Context: an optimization exercise on an open-source flow, tuned for small area, a short achievable clock period and few clock cycles. The choices shown serve that exercise and are no tape-out recipe.
Where RTL was checked, it was by simulation tests only, not by an equivalence proof against the original.
Function not checked in run 3: the RTL went through the layout flow alone.
Power is estimated from default activity; no workload was simulated.

`design/flow/design.v`:
```
module maze(clk, reset, start_i, row_i, action_o, coord_o);
    input clk, reset, start_i;
    input [15:0] row_i;
    output reg [1:0] action_o;
    output [5:0] coord_o;
    localparam [1:0] A_IDLE = 2'b00, A_IN = 2'b01, A_CAL = 2'b10, A_OUT = 2'b11;
    reg [63:0] s1, s0;
    reg [8:0]  ph;      
    reg        ld;      
    reg        ef;      
    reg        bon;     
    reg        sk;      
    reg        pf;      
    reg [1:0]  T;       
    reg [1:0]  dm;      
    reg        tgt;     
    reg [7:0]  cpos, rpos;
    wire load = ld;
    wire walk = (action_o == A_OUT);
    wire [7:0] in1, in0, isst;
    genvar g;
    generate for (g = 0; g < 8; g = g + 1) begin : col
        assign in1[g]  =  row_i[15-2*g] &  row_i[14-2*g];
        assign in0[g]  = ~row_i[15-2*g] &  row_i[14-2*g];
        assign isst[g] =  row_i[15-2*g] & ~row_i[14-2*g];
    end endgenerate
    wire       found = load & |isst;
    wire [7:0] ldr   = ph[7:0] | {ph[6:0], 1'b0};
    wire [63:0] ROW0 = 64'h0101010101010101;
    wire [63:0] ROW7 = 64'h8080808080808080;
    wire [63:0] nb  = ((s1 >> 1) & ~ROW7) | ((s1 << 1) & ~ROW0) | (s1 >> 8) | (s1 << 8);
    wire        en  = ~ld | bon;
    wire [63:0] nw  = nb & ~s1 & ~s0 & {64{en}};
    wire        lab = T[1] ^ T[0];       
    integer k;
    always @(posedge clk) begin
        for (k = 0; k < 64; k = k + 1) begin
            if (ldr[k & 7]) begin
                s1[k] <= in1[k >> 3];
                s0[k] <= in0[k >> 3];
            end else begin
                s1[k] <= s1[k] | nw[k];
                s0[k] <= s0[k] | (nw[k] & lab);
            end
        end
    end
    reg  [7:0] c1, c0, r1, r0;    
    integer a, b;
    always @* begin
        for (a = 0; a < 8; a = a + 1) begin
            c1[a] = 1'b0; c0[a] = 1'b0;
            r1[a] = 1'b0; r0[a] = 1'b0;
            for (b = 0; b < 8; b = b + 1) begin
                c1[a] = c1[a] | (cpos[b] & s1[b*8+a]);
                c0[a] = c0[a] | (cpos[b] & s0[b*8+a]);
                r1[a] = r1[a] | (rpos[b] & s1[a*8+b]);
                r0[a] = r0[a] | (rpos[b] & s0[a*8+b]);
            end
        end
    end
    wire [7:0] cv = c1 & ~(c0 ^ {8{tgt}});
    wire [7:0] rv = r1 & ~(r0 ^ {8{tgt}});
    wire up    = |(rpos[7:1] & cv[6:0]);
    wire down  = |(rpos[6:0] & cv[7:1]);
    wire left  = |(cpos[7:1] & rv[6:0]);
    wire right = |(cpos[6:0] & rv[7:1]);
    wire reach = up | down | left | right;
    function [2:0] enc(input [7:0] x);
        enc = {|x[7:4], x[2] | x[3] | x[6] | x[7], x[1] | x[3] | x[5] | x[7]};
    endfunction
    wire [2:0] cc = enc(cpos);
    wire [2:0] cr = enc(rpos);
    assign coord_o = {cc, cr};
    wire mu = walk & up;
    wire md = walk & ~up & down;
    wire mv = walk & ~(up | down);           
    wire ml = mv & left;
    wire mr = mv & ~left;
    wire hold = ~found & ~walk;
    wire w8 = ph[8];
    always @(posedge clk) begin
        rpos <= ({8{found}} & ph[7:0]) | ({8{hold | mv}} & rpos)
              | ({8{mu}} & (rpos >> 1)) | ({8{md}} & (rpos << 1));
        cpos <= ({8{found}} & isst) | ({8{hold | mu | md}} & cpos)
              | ({8{ml}} & (cpos >> 1)) | ({8{mr}} & (cpos << 1));
    end
    always @(posedge clk) begin
        if (en) T <= T + 2'd1;
        else    T <= 2'd0;
        if (walk)      dm <= dm - 2'd1;
        else if (pf)   dm <= dm;
        else           dm <= T + 2'd1;
        if (walk)                   tgt <= ~dm[1];
        else if (pf | (reach & sk)) tgt <= tgt;
        else                        tgt <= en & lab;
    end
    always @(posedge clk) begin
        case (action_o)
            A_IDLE:  begin ph <= {8'd0, start_i}; ld <= start_i; ef <= 1'b0; bon <= 1'b0; sk <= 1'b0; pf <= 1'b0; end
            A_IN:    begin ph <= ph << 1;         ld <= ld & ~ph[7]; ef <= ef | (load & |in1); bon <= ef;
                           sk <= sk | found;      pf <= pf | (reach & sk); end
            default: begin ph <= 9'd0;            ld <= 1'b0; end
        endcase
    end
    always @(posedge clk or posedge reset) begin
        if (reset) begin
            action_o <= A_IDLE;
        end else begin
            case (action_o)
                A_IDLE: if (start_i) action_o <= A_IN;
                A_IN:   if (w8) action_o <= (pf | reach) ? A_OUT : A_CAL;
                A_CAL: if (reach) action_o <= A_OUT;
                A_OUT: if (!reach) action_o <= A_IDLE;    
            endcase
        end
    end
endmodule
```
`design/flow/constraint.sdc`:
```
create_clock -name core_clock -period 3.7 [get_ports {clk}]
set_input_delay 0.7400 -clock core_clock [delete_from_list [all_inputs] [get_ports {clk}]]
set_output_delay 0.7400 -clock core_clock [all_outputs]
set_load 0.01 [all_outputs]
```
`design/flow/config.mk`:
```
export PLATFORM = sky130hd
export DESIGN_NAME = maze
export DESIGN_NICKNAME = maze
export VERILOG_FILES = /design/flow/design.v
export SDC_FILE = /design/flow/constraint.sdc
export NUM_CORES = 4
export LEC_CHECK = 0
export ABC_AREA = 1
export CAP_MARGIN = 20
export CORE_MARGIN = 2
export CORE_UTILIZATION = 55
export CTS_BUF_LIST = sky130_fd_sc_hd__clkbuf_4 sky130_fd_sc_hd__clkbuf_8
export CTS_CLUSTER_DIAMETER = 80
export CTS_CLUSTER_SIZE = 30
export PLACE_DENSITY = 0.75
export SETUP_SLACK_MARGIN = 1.5
export SLEW_MARGIN = 20
```
`design/flow/run.sh`:
```
#!/bin/bash
# synth_recipe.tcl (not shown) runs the flow's synth.tcl, then flattens the netlist and writes it again
# the make line also repeats each setting of config.mk as NAME=value (left out here)
make -C /OpenROAD-flow-scripts/flow DESIGN_CONFIG=/design/flow/config.mk WORK_HOME=/design/flow/orfs CLKGATE_MAP_FILE= SYNTH_SCRIPT=/design/flow/synth_recipe.tcl finish
```
==> results.txt, run 1 <==
outcome no timing/DRC/antenna violations; fraction of final layout cells with drive strength greater than 1 0.155; die width 137 µm; most common library cells after synthesis nand2_1 (550), nor2_1 (172), dfxtp_1 (156), o21ai_0 (143), nor4_1 (84); number of design rule violations left after detail routing 0; wirelength, routed around 41000 µm; cell chosen for the clock root clkbuf_8; largest fanout on the critical path 10; Die Area roughly 0.019 mm²; Crit Reg-Reg Endpoint action_o[0]; setup repair after global routing missed its margin yes; later-pin clock latency in the skew report 0.50 ns; clock tree skew after final layout 0.0154 ns; leakage power figure around 5.0 nW; wire per inst 22.3 µm; cell taking the most area after synthesis dfxtp_1; leading cell types by total area after synthesis dfxtp_1 (32%), nand2_1 (21%), o21ai_0 (7.4%), nor2_1 (6.7%), nor4_1 (5.4%); total gr overflow 0; worst ir drop on vdd between 600 and 700 µV; Synth cell types 40; post-layout worst setup margin 1.20 ns; number of antenna violations at the first check in global routing 2; startpoint of the most critical register-to-register path cpos[6]; Port Buffers 26; area of placed instances between 0.009 and 0.01 mm²; total power per unit cell area 902 mW/mm²; type of element capturing the critical path register; CP startpoint kind primary input; crit share post-route 0.675; Max Cap Viol 0; global-route wire length before repair 57900 µm; Synthesis Warnings 1; final weighted congestion in routability-driven placement 1.04; Top-Level Pins 27; worst endpoint required time between 4 and 5 ns; final setup violation count 0; Max Transition Viols Final 0; number of levels the H-tree was split into 4; setup tns final 0 ns; buffer depth of the longest clock path 2; clock tree from TritonCTS yes; number of iterations in the first detailed-routing pass 8; proportion of register bits with asynchronous set or reset after synthesis 0.0121; initial core utilization 0.561; final design area excluding fillers 0.0115 mm²; CTS Hold Bufs 0; Slew Limit Headroom 0.330; worst slack at placement ~0.88 ns; internal cell power between 4 and 5 mW; proportion of total power due to net switching 0.522; dpl cells ~1700; sequential share of the synthesized area 0.349; Register-to-Register Setup Slack 1.25 ns; first-iteration detailed-routing DRC count around 2300; register share of total power 0.383; number of buffers created by CTS 17; count of vias placed by the detailed router between 10000 and 15000; clock sink total 165; Worst Reg2Reg Path Length in Cells 16; clock share of power 0.122; mean cell area of the mapped netlist 6.21 µm²; FF+latch count, synth 165; remaining antenna violation count 0; slew at the pin with the worst max-slew slack around 1.0 ns; area share of the leading cell type in the synthesized netlist 0.322; number of global-route vias before repair 10400; fin crit period 2.50 ns; most numerous cell in the Yosys netlist nand2_1; core footprint 0.0173 mm²; pin count of the biggest net entering global routing 43; highest attainable clock frequency about 0.4 GHz; cell area after synthesis 0.00970 mm²; overall fraction of global-route tracks in use 0.407; Top FF cell, synth dfxtp_1; combinational group share of total power 0.495; critical path start-end classification primary input to register; net count after synthesis 1585; final standard cell count with taps included and fillers excluded 1828; hold violation count in the final report 0; synthesis-to-layout area growth 18.1%; net count of the finished layout 1611; mean number of vias per cell 6.55; data arrival time of the critical path 2.92 ns; worst min-delay path category primary input to async pin; Detail Placement HPWL 24400 µm; clock input transition at the sequential cells of the worst setup and hold paths 0.10 ns; Net Switching 5.40 mW; die height about 140 µm; num rows 48; number of enable-type register cells in the synthesized netlist 7; number of instances in the synthesized netlist 1562
==> how the worst max path moves through the flow <==
stage                     cells past startpoint          to  slack [ns]       from
after global routing                         10     rpos[0]        1.15  row_i[14]
final                                        10     rpos[0]        1.20  row_i[12]
after detailed placement                     12     cpos[2]        0.88  row_i[10]
after floorplan                              11     cpos[1]        1.67   row_i[0]
after CTS                                     3  coord_o[3]        1.38    cpos[7]
after global placement                       10     rpos[0]        0.91  row_i[10]
==> sequential cells by signal (all words and copies together) (netlist names) <==
signal,flops
T,2
action_o,2
bon,1
cpos,8
dm,2
ef,1
ld,1
pf,1
ph,9
rpos,8
s0,64
s1,64
sk,1
tgt,1
==> cell families after synthesis <==
family / synth area share
buffers and inverters: 0.0771
and+or+nand+nor: 0.434
xor gates and xnor gates: 0.00271
muxes: 0.00103
DFF: 0.349
AOI/OAI and AO/OA: 0.131
adders and majority gates: 0.00516
==> cells in the final DEF (no fill, tap or decap), types with 7 or more instances in the layout <==
| cell | count |
|---|---|
| o21ai_0 | 140 |
| edfxtp_1 | 7 |
| clkbuf_8 | 17 |
| nand2_4 | 8 |
| inv_1 | 54 |
| nand4_1 | 37 |
| clkdlybuf4s50_1 | 18 |
| buf_12 | 14 |
| dfxtp_1 | 140 |
| clkinvlp_4 | 7 |
| nand3_2 | 8 |
| dfxtp_4 | 16 |
| nor2_1 | 135 |
| nand2_2 | 30 |
| nor3_1 | 79 |
| nor2_4 | 15 |
| a21oi_1 | 68 |
| nand2_1 | 520 |
| nand3_1 | 29 |
| buf_6 | 8 |
| nor2_2 | 33 |
| nor4_1 | 84 |
| buf_4 | 51 |
==> stage by stage <==
stage,utilization,hold slack [ns],total power [mW]
after floorplan,-,0.425,6.42
after global placement,0.573,0.437,7.69
after detailed placement,0.573,0.462,7.78
after CTS,0.614,0.387,9.25
after global routing,0.662,0.381,10.8
final,0.662,0.379,10.3
==> area by class of cell <==
class / instances / area (µm²)
Multi-Input combinational cell: 1230 / 5920
Fill cell: 1546 / 5840
Sequential cell: 165 / 3440
Timing Repair Buffer: 108 / 1180
Tap cell: 225 / 282
Inverter: 66 / 270
Clock buffer: 17 / 234
Clock inverter: 15 / 123
Antenna cell: 2 / 5.00
==> critical path, cell delays in order <==
cell and delay, ns:
clkdlybuf4s50_1 0.48, inv_1 0.05, nand2_1 0.08, nand4_1 0.35, or4_4 0.56, nand2_4 0.10, inv_4 0.07, o21ai_4 0.25
nand2_1 0.13, o211ai_1 0.10
==> routing by layer <==
metal / up-vias / wire, µm / GRT usage
li1: 5283 / - / -
met1: 5334 / 14500 / 0.530
met2: 1090 / 16800 / 0.596
met3: 271 / 6420 / 0.117
met4: 0 / 3070 / 0.246
met5: - / 0 / 0
==> power groups by stage <==
stage / combinational [mW] / sequential, mW / clock (mW)
4_1_cts: 4.19 / 3.80 / 1.25
3_5_place_dp: 3.75 / 4.02 / 0
5_1_grt: 5.54 / 3.99 / 1.32
3_3_place_gp: 3.67 / 4.02 / 0
2_1_floorplan: 3.23 / 3.19 / 0
6_report: 5.12 / 3.96 / 1.26
==> repair_timing <==
action | 4_1_cts | 5_1_grt
setup endpoints to repair | 28 | 69
pin swaps | 3 | 67
cloned | 0 | 5
buffers inserted | 34 | 24
gates resized for setup | 52 | 155
Testbench counts, summed over its fixed seeds: cycles 37,238.
==> inputs of run 2 (changes only) <==
--- a/design/flow/config.mk
+++ b/design/flow/config.mk
@@ -14,4 +14,4 @@
 export CTS_CLUSTER_SIZE = 30
 export PLACE_DENSITY = 0.75
-export SETUP_SLACK_MARGIN = 1.5
+export SETUP_SLACK_MARGIN = 1.4
 export SLEW_MARGIN = 20
==> results.txt, run 2 <==
die height 137 µm (unchanged); Detail Placement HPWL 24400 µm (unchanged); total power per unit cell area 897 mW/mm² (was 902 mW/mm²); net count of the finished layout 1581 (was 1611); Largest regs s0: 64 flops, s1: 64 flops, ph: 9 flops (unchanged); worst min-delay path category primary input to async pin (unchanged); leakage power figure 4.71 nW (was 4.98 nW); clock tree skew after final layout 0.0135 ns (was 0.0154 ns); Synth cell types 40 (unchanged); largest fanout on the critical path 11 (was 10); cell chosen for the clock root clkbuf_8 (unchanged); crit path to pf (was rpos[0]); highest attainable clock frequency 0.438 GHz (was 0.400 GHz); global-route wire length before repair 57300 µm (was 57900 µm); buffer depth of the longest clock path 2 (unchanged); routed length on met2 15700 µm (was 16800 µm); critical path's most frequent cell nand2_1 (unchanged); Slew Limit Headroom 0.363 (was 0.330); CTS Hold Bufs 0 (unchanged); Die Area 0.0187 mm² (unchanged); crit share post-route 0.617 (was 0.675); number of levels the H-tree was split into 4 (unchanged); type of element capturing the critical path register (unchanged); Register-to-Register Setup Slack 1.42 ns (was 1.25 ns); outcome no timing/DRC/antenna violations (unchanged); cell area after synthesis 0.00970 mm² (unchanged); number of antenna violations at the first check in global routing 0 (was 2); fin crit period 2.28 ns (was 2.50 ns); clock tree from TritonCTS yes (unchanged); setup repair after global routing missed its margin yes (unchanged); clock input transition at the sequential cells of the worst setup and hold paths 0.10 ns (about the same); fraction of final layout cells with drive strength greater than 1 0.104 (was 0.155); met3 routed wirelength 5250 µm (was 6420 µm); overall fraction of global-route tracks in use 0.403 (was 0.407); synthesis-to-layout area growth 10.9% (was 18.1%); remaining antenna violation count 0 (unchanged); number of iterations in the first detailed-routing pass 9 (was 8); Worst Reg2Reg Path Length in Cells 14 (was 16); clock sink total 165 (unchanged); Synthesis Warnings 1 (unchanged); die width 137 µm (unchanged); worst ir drop on vdd 556 µV (was 602 µV); count of vias placed by the detailed router 11500 (was 12000); first-iteration detailed-routing DRC count 2154 (was 2257); number of instances in the synthesized netlist 1562 (unchanged); sequential share of the synthesized area 0.349 (unchanged); startpoint of the most critical register-to-register path rpos[6] (was cpos[6]); Top-Level Pins 27 (unchanged); ordered cell list for the critical path buf_4 > buf_6 > nand2_1 > o21ai_0 > nor2_1 > a21oi_1 > nand2_1 > nand2_1 > nor2_4 > nand2_2 > nor2_4 > nand2_1 > o21ai_2 > a21oi_1 (was clkdlybuf4s50_1 > inv_1 > nand2_1 > nand4_1 > or4_4 > nand2_4 > inv_4 > o21ai_4 > nand2_1 > o211ai_1); critical path start-end classification register to register (was primary input to register); leading cell types by total area after synthesis dfxtp_1 (32%), nand2_1 (21%), o21ai_0 (7.4%), nor2_1 (6.7%), nor4_1 (5.4%) (unchanged); Max Transition Viols Final 0 (unchanged); total gr overflow 0 (unchanged); Port Buffers 26 (unchanged); FF+latch count, synth 165 (unchanged); worst path bufs/invs 2 (was 3); initial core utilization 0.561 (unchanged); mean number of vias per cell 6.41 (was 6.55); most frequent cells in the layout nand2_1 (545), nor2_1 (152), o21ai_0 (142) (was nand2_1 (520), dfxtp_1 (140), o21ai_0 (140)); wire per inst 20.9 µm (was 22.3 µm); mean cell area of the mapped netlist 6.21 µm² (unchanged); later-pin clock latency in the skew report 0.50 ns (about the same); wirelength, routed 37600 µm (was 40700 µm); core footprint 0.0173 mm² (unchanged); data arrival time of the critical path 2.54 ns (was 2.92 ns); most common library cell in the layout ignoring fill and taps nand2_1 (unchanged); highest metal layer used by the detailed router met4 (unchanged); number of buffers created by CTS 17 (unchanged); wire length on met1 14200 µm (was 14500 µm); Worst path max stage delay 0.38 ns (was 0.56 ns); Finished Core Util 0.622 (was 0.662); kind of cell adding the most delay to the critical path simple AND/OR/NAND/NOR gates (unchanged); Critical Path Source rpos[6] (was row_i[12]); number of enable-type register cells in the synthesized netlist 7 (unchanged); final setup violation count 0 (unchanged); proportion of register bits with asynchronous set or reset after synthesis 0.0121 (unchanged); net count after synthesis 1585 (unchanged); Top FF cell, synth dfxtp_1 (unchanged); antenna diode instance count 0 (was 2); WP depth 14 (was 10); CP startpoint kind register (was primary input); cell with the largest stage delay on the worst path dfxtp_4 (was or4_4); number of fill cells in the layout 1691 (was 1546); cell taking the most area after synthesis dfxtp_1 (unchanged); area share of the leading cell type in the synthesized netlist 0.322 (unchanged); most numerous cell in the Yosys netlist nand2_1 (unchanged); Max Cap Viol 0 (unchanged); slew at the pin with the worst max-slew slack 0.955 ns (was 1.00 ns); num rows 48 (unchanged); setup tns final 0 ns (unchanged); final weighted congestion in routability-driven placement 1.04 (unchanged); most common library cells after synthesis nand2_1 (550), nor2_1 (172), dfxtp_1 (156), o21ai_0 (143), nor4_1 (84) (unchanged); worst endpoint required time 3.96 ns (was 4.12 ns); number of design rule violations left after detail routing 0 (unchanged); Crit Reg-Reg Endpoint pf (was action_o[0]); number of global-route vias before repair 10400 (about the same); pin count of the biggest net entering global routing 43 (unchanged); hold violation count in the final report 0 (unchanged); Worst Hold Margin 0.385 ns (was 0.379 ns)
[run 2: cell counts after synthesis]
No cell type changed its count.
[run 2: worst min-delay path by stage]
stage,from,to,slack [ns],cells past startpoint
detailed placement,T[0],T[0],0.46,1
finish,reset,action_o[1],0.38,2
CTS,reset,action_o[1],0.39,2
floorplan,T[0],T[0],0.42,1
global placement,T[0],T[0],0.44,1
global route,reset,action_o[1],0.39,2
[run 2: cells by family after synthesis]
family | synth area share
xor gates and xnor gates | 0.00271
adders and majority gates | 0.00516
and+or+nand+nor | 0.434
AOI/OAI and AO/OA | 0.131
muxes | 0.00103
DFF | 0.349
buffers and inverters | 0.0771
[run 2: layout make-up]
| cell class | instances | area [µm²] | area share |
|---|---|---|---|
| repair buffers | 78 | 697 | 0.0648 |
| flip-flops and latches | 165 | 3440 | 0.320 |
| inverters | 66 | 260 | 0.0242 |
| well taps | 225 | 282 | 0.0262 |
| clock buffers | 17 | 234 | 0.0217 |
| multi-input cells | 1230 | 5720 | 0.532 |
| clock inverters | 15 | 123 | 0.0114 |
[run 2: per-stage QoR]
| stage | instance area, µm² | instances | worst slack, ns | total power [mW] |
|---|---|---|---|---|
| after floorplan | 9700 | 1562 | 1.67 | 6.42 |
| after global placement | 9900 | 1731 | 0.909 | 7.69 |
| after detailed placement | 9900 | 1731 | 0.879 | 7.78 |
| after CTS | 10600 | 1793 | 1.38 | 9.19 |
| after global routing | 10800 | 1796 | 1.30 | 10.2 |
| final | 10800 | 1796 | 1.42 | 9.65 |
[run 2: repair_timing]
| item | in CTS | in global routing |
|---|---|---|
| buffers inserted | 30 | 2 |
| pin swaps | 0 | 14 |
| setup endpoints to repair | 26 | 48 |
| resized for setup | 41 | 55 |
| gates cloned | 0 | 1 |
[run 2: metal layers]
layer / track usage / vias up
met4: 0.248 / 0
met1: 0.527 / 5114
met2: 0.591 / 974
met5: 0 / -
met3: 0.108 / 197
li1: - / 5223
[run 2: power by group]
part | switching [mW] | internal, mW | total, mW
Combinational | 2.92 | 1.56 | 4.48
Sequential | 1.30 | 2.62 | 3.93
Clock | 0.771 | 0.478 | 1.25
==> inputs of run 3 (changes only) <==
==> design/flow/design.v (replaced) <==
module maze(clk, reset, start_i, row_i, action_o, coord_o);
    input clk, reset, start_i;
    input [15:0] row_i;
    output reg [1:0] action_o;
    output [5:0] coord_o;
    localparam [1:0] A_IDLE = 2'b00, A_IN = 2'b01, A_CAL = 2'b10, A_OUT = 2'b11;
    reg [63:0] s1, s0;
    reg [3:0]  cnt;
    reg        tgt;     
    reg [7:0]  cpos, rpos;
    wire in   = (action_o == A_IN);
    wire load = in & ~cnt[3];
    wire walk = (action_o == A_OUT);
    wire [7:0] in1, in0, isst;
    genvar g;
    generate for (g = 0; g < 8; g = g + 1) begin : col
        assign in1[g]  =  row_i[15-2*g] &  row_i[14-2*g];
        assign in0[g]  = ~row_i[15-2*g] &  row_i[14-2*g];
        assign isst[g] =  row_i[15-2*g] & ~row_i[14-2*g];
    end endgenerate
    wire       found = load & |isst;
    wire       last  = load & (cnt[2:0] == 3'd7);    
    wire [7:0] ldr   = {8{load}} & (8'd1 << cnt[2:0]);
    reg [63:0] x1, x0;
    integer k;
    always @* begin
        x1 = s1;
        x0 = s0;
        for (k = 7; k < 64; k = k + 8) begin
            x1[k] = last ? in1[k >> 3] : s1[k];
            x0[k] = last ? in0[k >> 3] : s0[k];
        end
    end
    wire [63:0] ROW0 = 64'h0101010101010101;
    wire [63:0] ROW7 = 64'h8080808080808080;
    wire [63:0] nb  = ((x1 >> 1) & ~ROW7) | ((x1 << 1) & ~ROW0) | (x1 >> 8) | (x1 << 8);
    wire        en  = (~load | last) & ~walk;
    wire [63:0] nw  = nb & ~x1 & ~x0 & {64{en}};
    wire        lab = ~cnt[1];           
    always @(posedge clk) begin
        for (k = 0; k < 64; k = k + 1) begin
            if (ldr[k & 7] & ((k & 7) != 7)) begin
                s1[k] <= in1[k >> 3];
                s0[k] <= in0[k >> 3];
            end else begin
                s1[k] <= x1[k] | nw[k];
                s0[k] <= x0[k] | (nw[k] & lab);
            end
        end
    end
    wire [63:0] G = s1 & ~(s0 ^ {64{tgt}});
    reg  [7:0] cv, rv;    
    integer a, b;
    always @* begin
        for (a = 0; a < 8; a = a + 1) begin
            cv[a] = 1'b0;
            rv[a] = 1'b0;
            for (b = 0; b < 8; b = b + 1) begin
                cv[a] = cv[a] | (cpos[b] & G[b*8+a]);
                rv[a] = rv[a] | (rpos[b] & G[a*8+b]);
            end
        end
    end
    wire up    = |(rpos[7:1] & cv[6:0]);
    wire down  = |(rpos[6:0] & cv[7:1]);
    wire left  = |(cpos[7:1] & rv[6:0]);
    wire right = |(cpos[6:0] & rv[7:1]);
    wire reach = up | down | left | right;
    function [2:0] enc(input [7:0] x);
        enc = {|x[7:4], x[2] | x[3] | x[6] | x[7], x[1] | x[3] | x[5] | x[7]};
    endfunction
    wire [2:0] cc = enc(cpos);
    wire [2:0] cr = enc(rpos);
    assign coord_o = {cc, cr};
    wire mu = walk & up;
    wire md = walk & ~up & down;
    wire mv = walk & ~(up | down);           
    wire ml = mv & left;
    wire mr = mv & ~left;
    wire hold = ~found & ~walk;
    always @(posedge clk) begin
        rpos <= ({8{found}} & (8'd1 << cnt[2:0])) | ({8{hold | mv}} & rpos)
              | ({8{mu}} & (rpos >> 1)) | ({8{md}} & (rpos << 1));
        cpos <= ({8{found}} & isst) | ({8{hold | mu | md}} & cpos)
              | ({8{ml}} & (cpos >> 1)) | ({8{mr}} & (cpos << 1));
    end
    wire       pd   = cc[0] ^ cr[0] ^ row_i[4] ^ row_i[0];
    wire       w8   = in & cnt[3];
    wire [3:0] cinc = cnt + 4'd1;
    wire [3:0] cdec = cnt - 4'd1;
    always @(posedge clk) begin
        if (action_o == A_IDLE)  cnt <= 4'd0;
        else if (walk)           cnt <= cdec;
        else if (w8 & reach)     cnt <= {3'd0, ~pd};
        else                     cnt <= cinc;
        tgt <= (walk & (cnt[1] ^ ~cnt[0])) | (~walk & ((reach & ~load & tgt) | (~(reach & ~load) & ~cnt[1])));
    end
    always @(posedge clk or posedge reset) begin
        if (reset) begin
            action_o <= A_IDLE;
        end else begin
            case (action_o)
                A_IDLE: if (start_i) action_o <= A_IN;
                A_IN:   if (cnt[3]) action_o <= reach ? A_OUT : A_CAL;
                A_CAL:  if (reach) action_o <= A_OUT;
                A_OUT:  if (!reach) action_o <= A_IDLE;
            endcase
        end
    end
endmodule
==> design/flow/config.mk (replaced) <==
export PLATFORM = sky130hd
export DESIGN_NAME = maze
export DESIGN_NICKNAME = maze
export VERILOG_FILES = /design/flow/design.v
export SDC_FILE = /design/flow/constraint.sdc
export NUM_CORES = 4
export LEC_CHECK = 0
export CAP_MARGIN = 20
export CORE_MARGIN = 2
export CORE_UTILIZATION = 40
export SETUP_SLACK_MARGIN = 1.0
export SLEW_MARGIN = 20
==> results.txt, run 3 <==
outcome no timing/DRC/antenna violations (unchanged); die height 152 µm (was 137 µm); number of instances in the synthesized netlist 1149 (was 1562); largest fanout on the critical path 8 (was 11); setup repair after global routing missed its margin yes (unchanged); final design area excluding fillers 0.0106 mm² (was 0.0108 mm²); count of vias placed by the detailed router 9162 (was 11500); number of fill cells in the layout 2155 (was 1691); number of iterations in the first detailed-routing pass 6 (was 9); crit share post-route 0.907 (was 0.617); Port Buffers 26 (unchanged); clock tree from TritonCTS yes (unchanged); most common library cells after synthesis dfxtp_1 (148), nor2_1 (110), nand3_1 (107), o21ai_0 (92), a21oi_1 (90) (was nand2_1 (550), nor2_1 (172), dfxtp_1 (156), o21ai_0 (143), nor4_1 (84)); area share of the leading cell type in the synthesized netlist 0.336 (was 0.322); worst ir drop on vdd 420 µV (was 556 µV); proportion of register bits with asynchronous set or reset after synthesis 0.0132 (was 0.0121); number of design rule violations left after detail routing 0 (unchanged); num rows 54 (was 48); CP startpoint kind register (unchanged); later-pin clock latency in the skew report 0.44 ns (was 0.50 ns); net count of the finished layout 1181 (was 1581); highest attainable clock frequency 0.298 GHz (was 0.438 GHz); Top-Level Pins 27 (unchanged); leakage power figure 3.84 nW (was 4.71 nW); Max Cap Viol 0 (unchanged); buffer depth of the longest clock path 2 (unchanged); setup tns final 0 ns (unchanged); sequential share of the synthesized area 0.345 (was 0.349); area of placed instances 0.00929 mm² (was 0.00990 mm²); global-route wire length before repair 51100 µm (was 57300 µm); cell area after synthesis 0.00881 mm² (was 0.00970 mm²); number of enable-type register cells in the synthesized netlist 1 (was 7); dpl cells 1387 (was 1731); remaining antenna violation count 0 (unchanged); final setup violation count 0 (unchanged); pin count of the biggest net entering global routing 46 (was 43); Die Area 0.0232 mm² (was 0.0187 mm²); mean cell area of the mapped netlist 7.67 µm² (was 6.21 µm²); total gr overflow 0 (unchanged); cell taking the most area after synthesis dfxtp_1 (unchanged); hold violation count in the final report 0 (unchanged); net count after synthesis 1179 (was 1585); total power per unit cell area 1170 mW/mm² (was 897 mW/mm²); cell chosen for the clock root clkbuf_16 (was clkbuf_8); clock sink total 151 (was 165); Detail Placement HPWL 23300 µm (was 24400 µm); antenna diode instance count 0 (unchanged); mean number of vias per cell 6.35 (was 6.41); first-iteration detailed-routing DRC count 1260 (was 2154); Synth cell types 63 (was 40); final standard cell count with taps included and fillers excluded 1443 (was 1796); number of antenna violations at the first check in global routing 0 (unchanged); register cell area after layout 0.00307 mm² (was 0.00344 mm²); CTS Hold Bufs 0 (unchanged); clock input transition at the sequential cells of the worst setup and hold paths 0.06 ns (was 0.10 ns); Slew Limit Headroom 0.388 (was 0.363); core footprint 0.0218 mm² (was 0.0173 mm²); worst min-delay path category primary input to async pin (unchanged); critical path start-end classification register to register (unchanged); fin crit period 3.35 ns (was 2.28 ns); Max Transition Viols Final 0 (unchanged); most common library cell in the layout ignoring fill and taps dfxtp_1 (was nand2_1); Finished Core Util 0.485 (was 0.622); most numerous cell in the Yosys netlist dfxtp_1 (was nand2_1); worst endpoint required time 4.06 ns (was 3.96 ns); Top FF cell, synth dfxtp_1 (unchanged); number of global-route vias before repair 8305 (was 10400); initial core utilization 0.405 (was 0.561); fraction of final layout cells with drive strength greater than 1 0.149 (was 0.104); number of levels the H-tree was split into 4 (unchanged); wirelength, routed 33500 µm (was 37600 µm); total power draw 12.4 mW (was 9.65 mW); clock tree skew after final layout 0.0121 ns (was 0.0135 ns); type of element capturing the critical path register (unchanged); synthesis-to-layout area growth 19.7% (was 10.9%); FF+latch count, synth 151 (was 165); final weighted congestion in routability-driven placement 0.987 (was 1.04); overall fraction of global-route tracks in use 0.279 (was 0.403); wire per inst 23.2 µm (was 20.9 µm); slew at the pin with the worst max-slew slack 0.917 ns (was 0.955 ns); leading cell types by total area after synthesis dfxtp_1 (34%), xnor2_1 (6.7%), nand3_1 (6.1%), o21ai_0 (5.2%), a21oi_1 (5.1%) (was dfxtp_1 (32%), nand2_1 (21%), o21ai_0 (7.4%), nor2_1 (6.7%), nor4_1 (5.4%)); area of the multi-input gates 0.00558 mm² (was 0.00572 mm²); Largest regs s0: 64 flops, s1: 64 flops (was s0: 64 flops, s1: 64 flops, ph: 9 flops); data arrival time of the critical path 3.71 ns (was 2.54 ns); Synthesis Warnings 1 (unchanged); die width 152 µm (was 137 µm); number of buffers created by CTS 17 (unchanged); most frequent cells in the layout dfxtp_1 (134), nor2_1 (107), nand3_1 (104) (was nand2_1 (545), nor2_1 (152), o21ai_0 (142))
[run 3: changes by cell type after synthesis, sizes merged, moves of 22 or more]
cell	previous run	this run
nor2	182	110
clkbuf	59	81
o21ai	149	92
inv	65	15
buf	43	18
xnor2	1	67
nand2	558	66
nor3	80	37
nand3	37	107
[run 3: per-stage QoR]
step	setup slack [ns]	hold WS, ns
4_1_cts	0.480	0.448
3_5_place_dp	0.382	0.534
3_3_place_gp	0.414	0.510
6_report	0.345	0.455
2_1_floorplan	0.786	0.480
5_1_grt	0.245	0.479
[run 3: critical path: stages (launching register included)]
cell       delay (ns)
edfxtp_1         0.40
buf_6            0.16
buf_12           0.15
buf_16           0.15
buf_4            0.15
xnor2_1          0.13
and3_1           0.22
a31oi_1          0.17
nand4_1          0.19
nand2_1          0.13
o2111ai_2        0.19
buf_4            0.20
nor4_4           0.36
buf_4            0.18
mux2_2           0.31
o211ai_1         0.15
[run 3: cell type report]
class                      count  area share
clock inverter                14      0.0165
tap                          280      0.0332
multi-input combinational    882       0.529
sequential                   151       0.291
timing repair buffer          82      0.0840
inverter                      17     0.00605
clock buffer                  17      0.0403
[run 3: kinds of logic after synthesis]
kind of cell	Yosys count	share of synthesized area
and+or+nand+nor	495	0.290
AOI/OAI and AO/OA	286	0.197
DFF	151	0.345
buffers and inverters	116	0.0569
xor gates and xnor gates	68	0.0676
muxes	22	0.0277
adders and majority gates	11	0.0156
[run 3: final timing paths]
path                               endpoint  slack, ns  depth (start not counted)
max in group asynchronous       action_o[0]       3.13                          2
min in group core_clock              s0[47]       0.55                          2
worst max-delay path            action_o[0]       0.35                         15
worst max register to register  action_o[0]       0.35                         15
worst min-delay path            action_o[1]       0.45                          2
worst min register to register       s0[47]       0.55                          2
[run 3: routing by layer]
metal | share of wire | wire length, µm | vias up | global-route usage
met4 | 0.026 | 860 | 0 | 0.0908
met5 | 0 | 0 | - | 0
li1 | - | - | 4250 | -
met3 | 0.075 | 2510 | 65 | 0.0415
met1 | 0.45 | 14900 | 4432 | 0.393
met2 | 0.45 | 15200 | 415 | 0.441
[run 3: where the power goes]
group | total [mW] | leakage [nW] | internal [mW] | switching, mW
Combinational | 6.60 | 2.27 | 3.05 | 3.55
Sequential | 3.93 | 1.28 | 2.46 | 1.48
Clock | 1.84 | 0.294 | 1.06 | 0.773
Total | 12.4 | 3.84 | 6.57 | 5.80
[run 3: what timing repair did]
action	4_1_cts	5_1_grt
setup buffers	12	9
gates resized for setup	44	53
pin swaps	22	17
setup endpoints to repair	35	112
cloned	3	1

[static timing again, ports no longer ideal]
No port has a modelled driver above. Below, the same layouts with a new extraction and two added sets of constraints. Step 1 sets driving cells, clkbuf_16 on the clock port and buf_2 on the other inputs (assumed; they add their load-dependent delay and slew). Step 2 also shifts input and output timing later by t, the mid clock arrival at the registers, as if the neighbouring blocks saw the same clock. Three values: ideal ports, drivers, drivers and shift; two values: the first two.
run	t, ns	setup WS [ns]	worst setup path after step 2	worst register clock-pin slew, ns	worst data-port slew with drivers (ns)
run 1	0.535	1.202 / 1.201 / 0.666	input to register	0.10 / 0.10	0.04
run 2	0.532	1.416 / 1.416 / 1.011	input to register	0.10 / 0.10	0.04
run 3	0.483	0.345 / 0.345 / 0.345	register to register	0.07 / 0.07	0.05
After both steps setup and hold are still met in every run listed. The setup slack of run 1, which loses most, moves by -0.001 ns with the drivers and by -0.536 ns with both steps.
